This design comes from an exercise in tuning for small area and a short achievable clock period on the open sky130 flow, not from production work. Function was checked by simulation only, so behaviour that the tests miss may differ from the original. Power is estimated from default activity; no workload was simulated.

## job 9670
Design ml_demodulator, start of the top module:
module ml_demodulator(
    i_clk,
    i_reset,
    i_trig,
    i_y_hat,
    i_r,
    i_rd_rdy,
    o_rd_vld,
    o_llr,
    o_hard_bit
);
Settings: LEC_CHECK=0, CAP_MARGIN=20, CORE_MARGIN=2, CORE_UTILIZATION=60, PLACE_DENSITY=0.7, SETUP_SLACK_MARGIN=5, SLEW_MARGIN=20; clock period 11.0 ns.
standard.sh (not shown) runs the stock make flow with config.mk's settings and CLKGATE_MAP_FILE= SYNTH_SCRIPT=/design/flow/synth_recipe.tcl, a recipe that flattens the netlist after the stock synthesis.
==> flow/flow/run.sh <==
#!/bin/bash
set -euo pipefail
cd "$(dirname "$0")/.."
bash standard.sh synth > flow_synth.log 2>&1
bash standard.sh SETUP_SLACK_MARGIN=7.0 \
  'CTS_ARGS=-sink_clustering_enable -repair_clock_nets -dont_use_dummy_load -sink_clustering_size 20 -sink_clustering_max_diameter 120' \
  finish > flow_layout.log 2>&1
Edits applied to the flow inputs when going from job 9670 to job 3881:
==> flow/flow/run.sh <==
#!/bin/bash
set -euo pipefail
cd "$(dirname "$0")/.."
bash standard.sh synth > flow_synth.log 2>&1
bash standard.sh SETUP_SLACK_MARGIN=7.0 \
  'CTS_ARGS=-sink_clustering_enable -repair_clock_nets -dont_use_dummy_load -sink_clustering_size 16 -sink_clustering_max_diameter 100' \
  finish > flow_layout.log 2>&1
Results
- Comparing job 3881 with job 9670, the sequential cell area came out essentially unchanged.
- Clock slew seen by the registers of the worst setup and hold paths of job 3881 is on par with job 9670.
- Relative to job 9670, iteration count of the initial detailed-routing pass has gone up in job 3881.
- Sum of internal, switching and leakage power, job 3881 and job 9670: lower on job 9670
- Job 3881 reports its cell with the biggest individual delay on the critical path as sky130_fd_sc_hd__edfxtp_1 while job 9670 reports sky130_fd_sc_hd__or4_4.
- Summary of the comparison: number of logic stages on the critical path including buffering is higher in job 3881, relative to job 9670.
- For the final area, job 3881 came in about 0.55% higher than job 9670 did.
What job 3928 does differently from job 3881 at the input level:
==> flow/flow/run.sh <==
#!/bin/bash
set -euo pipefail
cd "$(dirname "$0")/.."
bash standard.sh synth > flow_synth.log 2>&1
bash standard.sh SETUP_SLACK_MARGIN=6.9 \
  'CTS_ARGS=-sink_clustering_enable -repair_clock_nets -dont_use_dummy_load -sink_clustering_size 20 -sink_clustering_max_diameter 120' \
  finish > flow_layout.log 2>&1
## What came out
From job 3881 to job 3928 the numbers moved as follows: via count has decreased; max capacitance violation total has remained practically unchanged; final clock period utilization by the worst path has increased; first-iteration DRC count has remained practically unchanged; buffer count excluding the clock tree in the final layout has decreased. Delta (job 3928 minus job 3881): clock edge transition at the registers on the reported setup and hold paths roughly the same, diode insertion count for antenna repair higher. Delta(post-layout utilization of the core, job 3928 - job 3881) < 0. Job 3928 — wire length of the first global-routing pass about 1% lower, job 3881 as reference. Diff job 3881..job 3928 | cell row count | unchanged. For the met3 wire length, job 3928 came in 300 um lower than job 3881 did.
Modified inputs, job 230 compared to job 3928
# job 3928
export LEC_CHECK = 0
export CAP_MARGIN = 20
export CORE_MARGIN = 2
export CORE_UTILIZATION = 60
export PLACE_DENSITY = 0.7
export SETUP_SLACK_MARGIN = 5
export SLEW_MARGIN = 20
create_clock -name core_clock -period 11.0 [get_ports {i_clk}]
# job 230
export LEC_CHECK = 0
export CAP_MARGIN = 20
export CORE_MARGIN = 2
export CORE_UTILIZATION = 60
export GPL_ROUTABILITY_DRIVEN = 0
export PLACE_DENSITY = 0.7
export SETUP_SLACK_MARGIN = 5
export SLEW_MARGIN = 20
create_clock -name core_clock -period 11.0 [get_ports {i_clk}]
==> flow/flow/run.sh <==
#!/bin/bash
set -euo pipefail
cd "$(dirname "$0")/.."
bash standard.sh synth > flow_synth.log 2>&1
bash standard.sh SETUP_SLACK_MARGIN=7.0 \
  'CTS_ARGS=-sink_clustering_enable -repair_clock_nets -dont_use_dummy_load' \
  finish > flow_layout.log 2>&1
==> comparison <==
- Job 3928 → job 230: wire length of the first global-routing pass has remained practically unchanged; total design power has increased; part of the cycle the worst path needs has decreased.

Another version of the RTL of ml_demodulator (not shown whole).
Size in the first run: about 64,000 sq um of cells after synthesis.
==> flow/config.mk <==
export PLATFORM = sky130hd
export DESIGN_NAME = ml_demodulator
export DESIGN_NICKNAME = ml_demodulator
export VERILOG_FILES = /design/flow/design.v
export SDC_FILE = /design/flow/constraint.sdc
export NUM_CORES = 8
export LEC_CHECK = 0
export ABC_CLOCK_PERIOD_IN_PS = 3000
export CAP_MARGIN = 20
export CORE_MARGIN = 2
export CORE_UTILIZATION = 40
export SETUP_SLACK_MARGIN = 5
export SLEW_MARGIN = 20
==> flow/constraint.sdc <==
create_clock -name core_clock -period 11.0 [get_ports {i_clk}]
set_input_delay 2.2000 -clock core_clock [delete_from_list [all_inputs] [get_ports {i_clk}]]
set_output_delay 2.2000 -clock core_clock [all_outputs]
set_load 0.01 [all_outputs]
==> flow/flow/run.sh <==
#!/bin/bash
set -euo pipefail
cd "$(dirname "$0")/.."
bash standard.sh synth > flow_synth.log 2>&1
bash standard.sh SETUP_SLACK_MARGIN=6.6 finish > flow_layout.log 2>&1
Next try:
==> flow/flow/run.sh (replaced) <==
#!/bin/bash
set -euo pipefail
cd "$(dirname "$0")/.."
bash standard.sh synth > flow_synth.log 2>&1
bash standard.sh SETUP_SLACK_MARGIN=7.0 finish > flow_layout.log 2>&1
Clock skew climbs by 0.0099 ns.
Critical path depth climbs by 5.
Die area does not change.
Cell count climbs by 3.2%.
Wire length climbs by 4.2%.
Clock power climbs by about 3%.
Setup slack gains 0.27 ns.
Synthesized cell count stays the same.
Next try:
==> flow/flow/run.sh (replaced) <==
#!/bin/bash
set -euo pipefail
cd "$(dirname "$0")/.."
bash standard.sh synth > flow_synth.log 2>&1
bash standard.sh SETUP_SLACK_MARGIN=7.5 finish > flow_layout.log 2>&1
Via count goes up by 3.0%.
Setup slack gets better by 0.034 ns.
Total power grows by 8.6%.
Wire length increases by 5.0%.
Flip-flop and latch count is unchanged.
Utilization went up by 2.6 points.
Worst hold slack gets better by 0.011 ns.
Register-to-register slack gains 0.03 ns.
Design area rose by 5.3%.
Synthesized cell count does not change.
Combinational power increases by about 10%.
Next try:
==> flow/flow/run.sh (replaced) <==
#!/bin/bash
set -euo pipefail
cd "$(dirname "$0")/.."
bash standard.sh synth > flow_synth.log 2>&1
bash standard.sh SETUP_SLACK_MARGIN=7.0 \
  'CTS_ARGS=-sink_clustering_enable -repair_clock_nets -dont_use_dummy_load' \
  finish > flow_layout.log 2>&1
ABC_CLOCK_PERIOD_IN_PS = unset   (was 3000)
CORE_UTILIZATION = 60   (was 40)
PLACE_DENSITY = 0.7   (was unset)
=> Hold slack hardly moves. Design area goes down by about 9%. Clock skew goes up by 0.0099 ns. Power goes down by 13%.
Next try:
CORE_UTILIZATION = 70   (was 60)
PLACE_DENSITY = 0.8   (was 0.7)
Via count went up by about 2%.
Critical path depth stays the same.
Power went down by about 1.1%.
Worst hold slack loses 0.027 ns.
Routed wire length went down by 0.89%.

RTL: one of the versions met above, not the one the previous note started from.
Size in the first run: roughly 1000 flip-flops, ~490 I/O pins, about 0.063 mm² of cells after synthesis.
Settings: LEC_CHECK=0, CAP_MARGIN=20, CORE_MARGIN=2, CORE_UTILIZATION=60, PLACE_DENSITY=0.7, SETUP_SLACK_MARGIN=5, SLEW_MARGIN=20; clock period 11.0 ns.
==> flow/flow/run.sh <==
#!/bin/bash
set -euo pipefail
cd "$(dirname "$0")/.."
bash standard.sh synth > flow_synth.log 2>&1
bash standard.sh SETUP_SLACK_MARGIN=6.8 \
  'CTS_ARGS=-sink_clustering_enable -repair_clock_nets -dont_use_dummy_load' \
  finish > flow_layout.log 2>&1
Edit:
==> flow/flow/run.sh (replaced) <==
#!/bin/bash
set -euo pipefail
cd "$(dirname "$0")/.."
bash standard.sh synth > flow_synth.log 2>&1
bash standard.sh SETUP_SLACK_MARGIN=7.1 \
  'CTS_ARGS=-sink_clustering_enable -repair_clock_nets -dont_use_dummy_load -sink_clustering_size 20 -sink_clustering_max_diameter 120' \
  finish > flow_layout.log 2>&1
Outcome: Die area is unchanged; power goes up slightly; global-route usage goes up by 0.56 points; cell area climbs slightly; synthesized cell count stays the same.

[static timing again, ports no longer ideal]
Ports are ideal in the flow. The routed layouts listed here were re-timed in OpenROAD. Step 1 (the two cells are an assumption about what drives the block):
set clk [get_ports {i_clk}]
set_driving_cell -lib_cell sky130_fd_sc_hd__clkbuf_16 $clk
set_driving_cell -lib_cell sky130_fd_sc_hd__buf_2 [delete_from_list [all_inputs] $clk]
Step 2 adds t to the input delays and takes it off the output delays; t is the mean of the earliest and latest rising clock arrival at the registers after step 1. Input paths then give back, and output paths get back, about the clock's delay inside the block. Slacks: ideal / step 1 / step 2; pairs: ideal / step 1.
| run | t (ns) | slack for setup (ns) | slew at the worst register clock pin (ns) | worst data-port slew with drivers (ns) |
|---|---|---|---|---|
| job 9670 | 0.745 | 6.977 / 6.977 / 6.535 | 0.09 / 0.09 | 0.10 |
| job 3881 | 0.713 | 6.970 / 6.970 / 6.596 | 0.08 / 0.08 | 0.10 |
| job 3928 | 0.752 | 6.875 / 6.875 / 6.521 | 0.10 / 0.10 | 0.11 |
| job 230 | 0.752 | 6.982 / 6.982 / 6.500 | 0.06 / 0.06 | 0.11 |
| the first run of note 2 | 0.829 | 6.629 / 6.629 / 6.108 | 0.06 / 0.06 | 0.09 |
| the second run of note 2 | 0.800 | 6.900 / 6.900 / 6.564 | 0.07 / 0.07 | 0.09 |
| the third run of note 2 | 0.816 | 6.934 / 6.934 / 6.859 | 0.06 / 0.06 | 0.11 |
| the fourth run of note 2 | 0.738 | 6.935 / 6.935 / 6.655 | 0.06 / 0.06 | 0.13 |
| the fifth run of note 2 | 0.736 | 6.876 / 6.876 / 6.650 | 0.06 / 0.06 | 0.11 |
| the first run of note 3 | 0.757 | 6.917 / 6.917 / 6.352 | 0.07 / 0.07 | 0.10 |
| the second run of note 3 | 0.760 | 6.848 / 6.848 / 6.536 | 0.11 / 0.11 | 0.11 |
After both steps every run listed still meets setup and hold. The setup slack of the first run of note 3, which loses most, moves by 0.000 ns with the drivers and by -0.565 ns with both steps.
